Background: an optimization exercise with open tools, aiming at small area, a short achievable clock period and few clock cycles. Do not read the settings as production practice.
At most, simulation tests tie the RTL to the original design; equivalence was not proved.

lane 1:
==> module conv_engine_array, before the edit <==
module conv_engine_array #(
    parameter int ROWS    = 4,
    parameter int COLS    = 4,
    parameter int SCALE_Q = 16
) (
    input  logic        clk,
    input  logic        rst_n,
    input  logic        start,
    input  logic [10:0] c_in,
    input  logic [10:0] c_out,
    input  logic [3:0]  kernel_size,
    output logic [12:0] patch_rd_addr,
    input  logic [COLS*8-1:0] patch_rd_data_wide,
    output logic [21:0] weight_rd_addr,
    input  logic [COLS*8-1:0] weight_rd_data_wide,
    output logic [8:0]  bias_rd_ch,
    input  logic signed [31:0] bias_rd_data,
    input  logic [15:0] scale,
    input  logic        skip_relu,
    output logic        out_valid,
    output logic [8:0]  out_ch_base,
    output logic [5:0]  out_count,
    output wire  [ROWS*8-1:0] out_data_flat,
    output wire  [ROWS*32-1:0] out_int32_flat,
    output logic        done
);
    logic [8:0]  cin_q;
    logic        k3_q;
    logic [8:0]  coutm1_q;       
    logic [15:0] scale_q;
    logic        skip_q;
    logic [10:0] lastq_q;        
    logic [1:0]  rlast_q;        
    wire  [13:0] nm1 = (k3_q ? ({cin_q, 3'b000} + {5'd0, cin_q}) : {5'd0, cin_q}) - 14'd1;
    always_ff @(posedge clk) begin
        cin_q    <= c_in[8:0];
        k3_q     <= (kernel_size == 4'd3);
        coutm1_q <= c_out[8:0] - 9'd1;
        scale_q  <= scale;
        skip_q   <= skip_relu;
        lastq_q  <= nm1[12:2];
        rlast_q  <= nm1[1:0];
    end
    logic        run;
    logic [10:0] pos;            
    logic [8:0]  och;            
    logic [21:0] waddr;
    logic [1:0]  gcnt;           
    logic        first_cyc;      
    wire f_last   = first_cyc ? (~k3_q & (cin_q <= 9'd4)) : (pos == lastq_q);
    wire f_lastch = (och == coutm1_q);
    wire f_go     = run & (~f_last | (&gcnt));    
    assign weight_rd_addr = waddr;
    assign patch_rd_addr  = {pos, 2'b00};
    always_ff @(posedge clk or negedge rst_n) begin
        if (!rst_n) begin
            run       <= 1'b0;
            first_cyc <= 1'b0;
        end else begin
            first_cyc <= start;
            if (start)
                run <= 1'b1;
            else if (f_go && f_last && f_lastch)
                run <= 1'b0;
        end
    end
    always_ff @(posedge clk) begin
        if (start) begin
            pos   <= 11'd0;
            och   <= 9'd0;
            waddr <= 22'd0;
            gcnt  <= 2'd0;
        end else if (f_go) begin
            if (f_last) begin
                pos   <= 11'd0;
                och   <= och + 9'd1;
                waddr <= waddr + {19'd0, {1'b0, rlast_q} + 3'd1};
                gcnt  <= 2'd0;
            end else begin
                pos   <= pos + 11'd1;
                waddr <= waddr + 22'd4;
                if (~&gcnt) gcnt <= gcnt + 2'd1;
            end
        end else if (~&gcnt) begin
            gcnt <= gcnt + 2'd1;
        end
    end
    logic        d_v, d_first, d_last, d_end;
    logic [31:0] d_w;
    logic [15:0] d_one, d_two, d_neg;    
    wire  [31:0] a_m;
    wire  [15:0] e_one, e_two, e_neg;
    genvar gj;
    generate
        for (gj = 0; gj < 4; gj++) begin : g_am
            assign a_m[gj*8 +: 8] = (f_go && (!f_last || gj <= rlast_q)) ?
                                    patch_rd_data_wide[gj*8 +: 8] : 8'd0;
        end
    endgenerate
    booth_enc4 u_enc (.a(a_m), .one(e_one), .two(e_two), .neg(e_neg));
    always_ff @(posedge clk or negedge rst_n) begin
        if (!rst_n) d_v <= 1'b0;
        else        d_v <= f_go;
    end
    always_ff @(posedge clk) begin
        d_first <= f_go & (pos == 11'd0);
        d_last  <= f_last;
        d_end   <= f_last & f_lastch;
        d_w     <= weight_rd_data_wide;
        d_one   <= e_one;
        d_two   <= e_two;
        d_neg   <= e_neg;
    end
    logic        s_v, s_first, s_last, s_end;
    logic [17:0] s_s, s_c;
    logic [31:0] bias_d, bias_q;
    wire  [17:0] dot_s, dot_c;
    mac_array_32x32 u_dot (.w(d_w), .one(d_one), .two(d_two), .neg(d_neg), .s(dot_s), .c(dot_c));
    assign bias_rd_ch = och;
    always_ff @(posedge clk or negedge rst_n) begin
        if (!rst_n) s_v <= 1'b0;
        else        s_v <= d_v;
    end
    always_ff @(posedge clk) begin
        s_first <= d_first;
        s_last  <= d_last;
        s_end   <= d_end;
        s_s     <= dot_s;
        s_c     <= dot_c;
        bias_d  <= bias_rd_data;
        bias_q  <= bias_d + {4'hf, ~lastq_q, 17'd0};
    end
    logic        a_v, a_end;
    logic [1:0]  alane, a_lane;
    logic signed [31:0] acc;
    always_ff @(posedge clk or negedge rst_n) begin
        if (!rst_n) a_v <= 1'b0;
        else        a_v <= s_v & s_last;
    end
    always_ff @(posedge clk) begin
        if (start)
            alane <= 2'd0;
        else if (s_v && s_last)
            alane <= alane + 2'd1;
        a_end  <= s_end;
        a_lane <= alane;
        acc <= (s_first ? bias_q : acc) + {14'd0, s_s & {18{s_v}}} + {14'd0, s_c & {18{s_v}}};
    end
    logic        r_end;
    logic [1:0]  r_lane;
    logic signed [31:0] r;
    logic [4:0]  qs;             
    always_ff @(posedge clk or negedge rst_n) begin
        if (!rst_n) qs <= 4'd0;
        else        qs <= {qs[3:0], a_v};
    end
    always_ff @(posedge clk) begin
        if (a_v) begin
            r_end  <= a_end;
            r_lane <= a_lane;
            r      <= (skip_q || !acc[31]) ? acc : ((acc >>> 3) - (acc >>> 5));
        end
    end
    wire signed [7:0] q;
    logic [3:0]  dig;            
    always_ff @(posedge clk)
        dig <= a_v   ? scale_q[3:0]   :
               qs[0] ? scale_q[7:4]   :
               qs[1] ? scale_q[11:8]  : scale_q[15:12];
    post_process_array u_q (.clk(clk), .qs(qs[3:0]), .dig(dig), .r(r), .scale(scale_q), .q(q));
    logic [7:0]  o8  [0:ROWS-1];
    logic [31:0] o32 [0:ROWS-1];
    logic [6:0]  tile;
    logic        q_end;
    logic [1:0]  q_lane;
    always_ff @(posedge clk or negedge rst_n) begin
        if (!rst_n) begin
            out_valid <= 1'b0;
            done      <= 1'b0;
        end else begin
            out_valid <= qs[4] & (q_end | (q_lane == 2'd3));
            done      <= qs[4] & q_end;
        end
    end
    always_ff @(posedge clk) begin
        if (start)
            tile <= 7'd0;
        else if (out_valid)
            tile <= tile + 7'd1;
        if (qs[3]) begin
            q_end  <= r_end;
            q_lane <= r_lane;
        end
        out_count <= q_end ? {3'd0, {1'b0, coutm1_q[1:0]} + 3'd1} : 6'd4;
        for (int l = 0; l < ROWS; l++) begin
            if (qs[3] && r_lane == l[1:0]) o32[l] <= r;
            if (qs[4] && q_lane == l[1:0]) o8[l]  <= q;
        end
    end
    assign out_ch_base = {tile, 2'b00};
    genvar gl;
    generate
        for (gl = 0; gl < ROWS; gl++) begin : g_out
            assign out_data_flat[gl*8 +: 8]   = o8[gl];
            assign out_int32_flat[gl*32 +: 32] = o32[gl];
        end
    endgenerate
endmodule
==> flow/config.mk <==
export PLATFORM = sky130hd
export DESIGN_NAME = conv_engine_array
export DESIGN_NICKNAME = conv_engine_array
export VERILOG_FILES = /design/flow/design.v
export SDC_FILE = /design/flow/constraint.sdc
export NUM_CORES = 4
export LEC_CHECK = 0
export CAP_MARGIN = 20
export CORE_MARGIN = 2
export CORE_UTILIZATION = 35
export PLACE_DENSITY = 0.6
export SLEW_MARGIN = 20
==> flow/constraint.sdc <==
create_clock -name core_clock -period 13.5 [get_ports {clk}]
set_input_delay 2.7000 -clock core_clock [delete_from_list [all_inputs] [get_ports {clk}]]
set_output_delay 2.7000 -clock core_clock [all_outputs]
set_load 0.01 [all_outputs]
standard.sh (not shown) runs the stock make flow with config.mk's settings and CLKGATE_MAP_FILE= SYNTH_SCRIPT=/design/flow/synth_recipe.tcl, a recipe that flattens the netlist after the stock synthesis.
==> flow/flow/run.sh <==
#!/bin/bash
# The standard layout (standard.sh: unchanged synthesis, floorplan, place,
# CTS, route) with these changes to how it is made:
#  - repair_timing is asked for extra setup slack, so that the achieved period
#    is pushed below the constraint;
#  - the port buffers that buffer_ports inserts are plain buffers (buf_1,
#    which repair may upsize) rather than the delay cells it picks by default;
#  - CTS inserts no dummy load cells and clusters up to 30 sinks per leaf buffer.
set -euo pipefail
bash standard.sh SETUP_SLACK_MARGIN=9.5 \
  "BUFFER_PORTS_ARGS=-buffer_cell sky130_fd_sc_hd__buf_1" \
  "CTS_ARGS=-sink_clustering_enable -repair_clock_nets -dont_use_dummy_load -sink_clustering_size 30 -sink_clustering_max_diameter 80" \
  finish > standard_flow.log 2>&1
Testbench counts of lane 1, summed over its fixed seeds: cycles 14,425.
Edits applied to the flow inputs when going from lane 1 to lane 2:
diff --git a/flow/design.v b/flow/design.v
--- a/flow/design.v
+++ b/flow/design.v
@@ -850,35 +850,32 @@
     output wire  [ROWS*32-1:0] out_int32_flat,
     output logic        done
 );
     logic [8:0]  cin_q;
     logic        k3_q;
     logic [8:0]  coutm1_q;       
-    logic [15:0] scale_q;
-    logic        skip_q;
     logic [10:0] lastq_q;        
     logic [1:0]  rlast_q;        
     wire  [13:0] nm1 = (k3_q ? ({cin_q, 3'b000} + {5'd0, cin_q}) : {5'd0, cin_q}) - 14'd1;
     always_ff @(posedge clk) begin
         cin_q    <= c_in[8:0];
         k3_q     <= (kernel_size == 4'd3);
         coutm1_q <= c_out[8:0] - 9'd1;
-        scale_q  <= scale;
-        skip_q   <= skip_relu;
         lastq_q  <= nm1[12:2];
         rlast_q  <= nm1[1:0];
     end
     logic        run;
     logic [10:0] pos;            
     logic [8:0]  och;            
     logic [21:0] waddr;
-    logic [1:0]  gcnt;           
+    logic [2:0]  gcnt;           
     logic        first_cyc;      
     wire f_last   = first_cyc ? (~k3_q & (cin_q <= 9'd4)) : (pos == lastq_q);
     wire f_lastch = (och == coutm1_q);
-    wire f_go     = run & (~f_last | (&gcnt));    
+    wire f_space  = (och[1:0] == 2'd0 && och != 9'd0) ? (gcnt == 3'd5) : (gcnt >= 3'd3);
+    wire f_go     = run & (~f_last | f_space);    
     assign weight_rd_addr = waddr;
     assign patch_rd_addr  = {pos, 2'b00};
     always_ff @(posedge clk or negedge rst_n) begin
         if (!rst_n) begin
             run       <= 1'b0;
             first_cyc <= 1'b0;
@@ -892,26 +889,26 @@
     end
     always_ff @(posedge clk) begin
         if (start) begin
             pos   <= 11'd0;
             och   <= 9'd0;
             waddr <= 22'd0;
-            gcnt  <= 2'd0;
+            gcnt  <= 3'd0;
         end else if (f_go) begin
             if (f_last) begin
                 pos   <= 11'd0;
                 och   <= och + 9'd1;
                 waddr <= waddr + {19'd0, {1'b0, rlast_q} + 3'd1};
-                gcnt  <= 2'd0;
+                gcnt  <= 3'd0;
             end else begin
                 pos   <= pos + 11'd1;
                 waddr <= waddr + 22'd4;
-                if (~&gcnt) gcnt <= gcnt + 2'd1;
+                if (gcnt != 3'd5) gcnt <= gcnt + 3'd1;
             end
-        end else if (~&gcnt) begin
-            gcnt <= gcnt + 2'd1;
+        end else if (gcnt != 3'd5) begin
+            gcnt <= gcnt + 3'd1;
         end
     end
     logic        d_v, d_first, d_last, d_end;
     logic [31:0] d_w;
     logic [15:0] d_one, d_two, d_neg;    
     wire  [31:0] a_m;
@@ -981,24 +978,24 @@
         else        qs <= {qs[3:0], a_v};
     end
     always_ff @(posedge clk) begin
         if (a_v) begin
             r_end  <= a_end;
             r_lane <= a_lane;
-            r      <= (skip_q || !acc[31]) ? acc : ((acc >>> 3) - (acc >>> 5));
+            r      <= (skip_relu || !acc[31]) ? acc : ((acc >>> 3) - (acc >>> 5));
         end
     end
     wire signed [7:0] q;
     logic [3:0]  dig;            
     always_ff @(posedge clk)
-        dig <= a_v   ? scale_q[3:0]   :
-               qs[0] ? scale_q[7:4]   :
-               qs[1] ? scale_q[11:8]  : scale_q[15:12];
-    post_process_array u_q (.clk(clk), .qs(qs[3:0]), .dig(dig), .r(r), .scale(scale_q), .q(q));
+        dig <= a_v   ? scale[3:0]   :
+               qs[0] ? scale[7:4]   :
+               qs[1] ? scale[11:8]  : scale[15:12];
+    post_process_array u_q (.clk(clk), .qs(qs[3:0]), .dig(dig), .r(r), .scale(scale), .q(q));
     logic [7:0]  o8  [0:ROWS-1];
-    logic [31:0] o32 [0:ROWS-1];
+    logic [31:0] o32 [0:ROWS-2];     
     logic [6:0]  tile;
     logic        q_end;
     logic [1:0]  q_lane;
     always_ff @(posedge clk or negedge rst_n) begin
         if (!rst_n) begin
             out_valid <= 1'b0;
@@ -1016,20 +1013,25 @@
         if (qs[3]) begin
             q_end  <= r_end;
             q_lane <= r_lane;
         end
         out_count <= q_end ? {3'd0, {1'b0, coutm1_q[1:0]} + 3'd1} : 6'd4;
         for (int l = 0; l < ROWS; l++) begin
-            if (qs[3] && r_lane == l[1:0]) o32[l] <= r;
-            if (qs[4] && q_lane == l[1:0]) o8[l]  <= q;
+            if (l < ROWS-1 && qs[3] && r_lane == l[1:0]) o32[l] <= r;
+            if (l < ROWS-1 && qs[4] && q_lane == l[1:0]) o8[l]  <= q;
         end
+        o8[ROWS-1] <= q;         
     end
     assign out_ch_base = {tile, 2'b00};
     genvar gl;
     generate
         for (gl = 0; gl < ROWS; gl++) begin : g_out
             assign out_data_flat[gl*8 +: 8]   = o8[gl];
-            assign out_int32_flat[gl*32 +: 32] = o32[gl];
+            if (gl < ROWS-1) begin : g_o32
+                assign out_int32_flat[gl*32 +: 32] = o32[gl];
+            end else begin : g_r
+                assign out_int32_flat[gl*32 +: 32] = r;
+            end
         end
     endgenerate
 endmodule
 `default_nettype wire
- The clock buffer and inverter area fraction after layout number comes out higher for lane 1 vs lane 2.
- Lower compound-gate portion of the synthesized area goes to lane 1 over lane 2.
- Changes observed in lane 2 relative to lane 1: count of clock buffers in the final design -3; average wire per standard cell decreased 0.32%; routed wire length went up.
- When lane 2 is measured against lane 1, its remaining max-slew budget at the tightest pin turns out 2.2 points lower.
- Cell area after placement: lane 2 lower than lane 1
- Comparing lane 1 and lane 2, the lower data arrival time of the critical path is on lane 1.
No functional check of the RTL was part of lane 2.

[port drivers added, routing unchanged]
No port has a modelled driver above. Below, the same layouts with a new extraction and two added sets of constraints. Step 1 (the two cells are an assumption about what drives the block):
set clk [get_ports {clk}]
set_driving_cell -lib_cell sky130_fd_sc_hd__clkbuf_16 $clk
set_driving_cell -lib_cell sky130_fd_sc_hd__buf_2 [delete_from_list [all_inputs] $clk]
Step 2 moves the port delays by t, midway between the first and last clock arrival at a register: inputs arrive t later, outputs are due t later. That takes back most of the time a late clock gives input paths. Slacks: ideal ports / drivers / drivers and shift; pairs: ideal ports / drivers.
run | shift t [ns] | slack for setup (ns) | slew at the worst register clock pin (ns)
lane 1 | 0.640 | 9.564 / 9.502 / 9.395 | 0.11 / 0.11
lane 2 | 0.627 | 8.456 / 8.488 / 7.860 | 0.11 / 0.11
After both steps every run listed still meets setup and hold. For lane 2, which loses most, drivers alone change the setup slack by +0.032 ns; drivers and shift together by -0.596 ns.
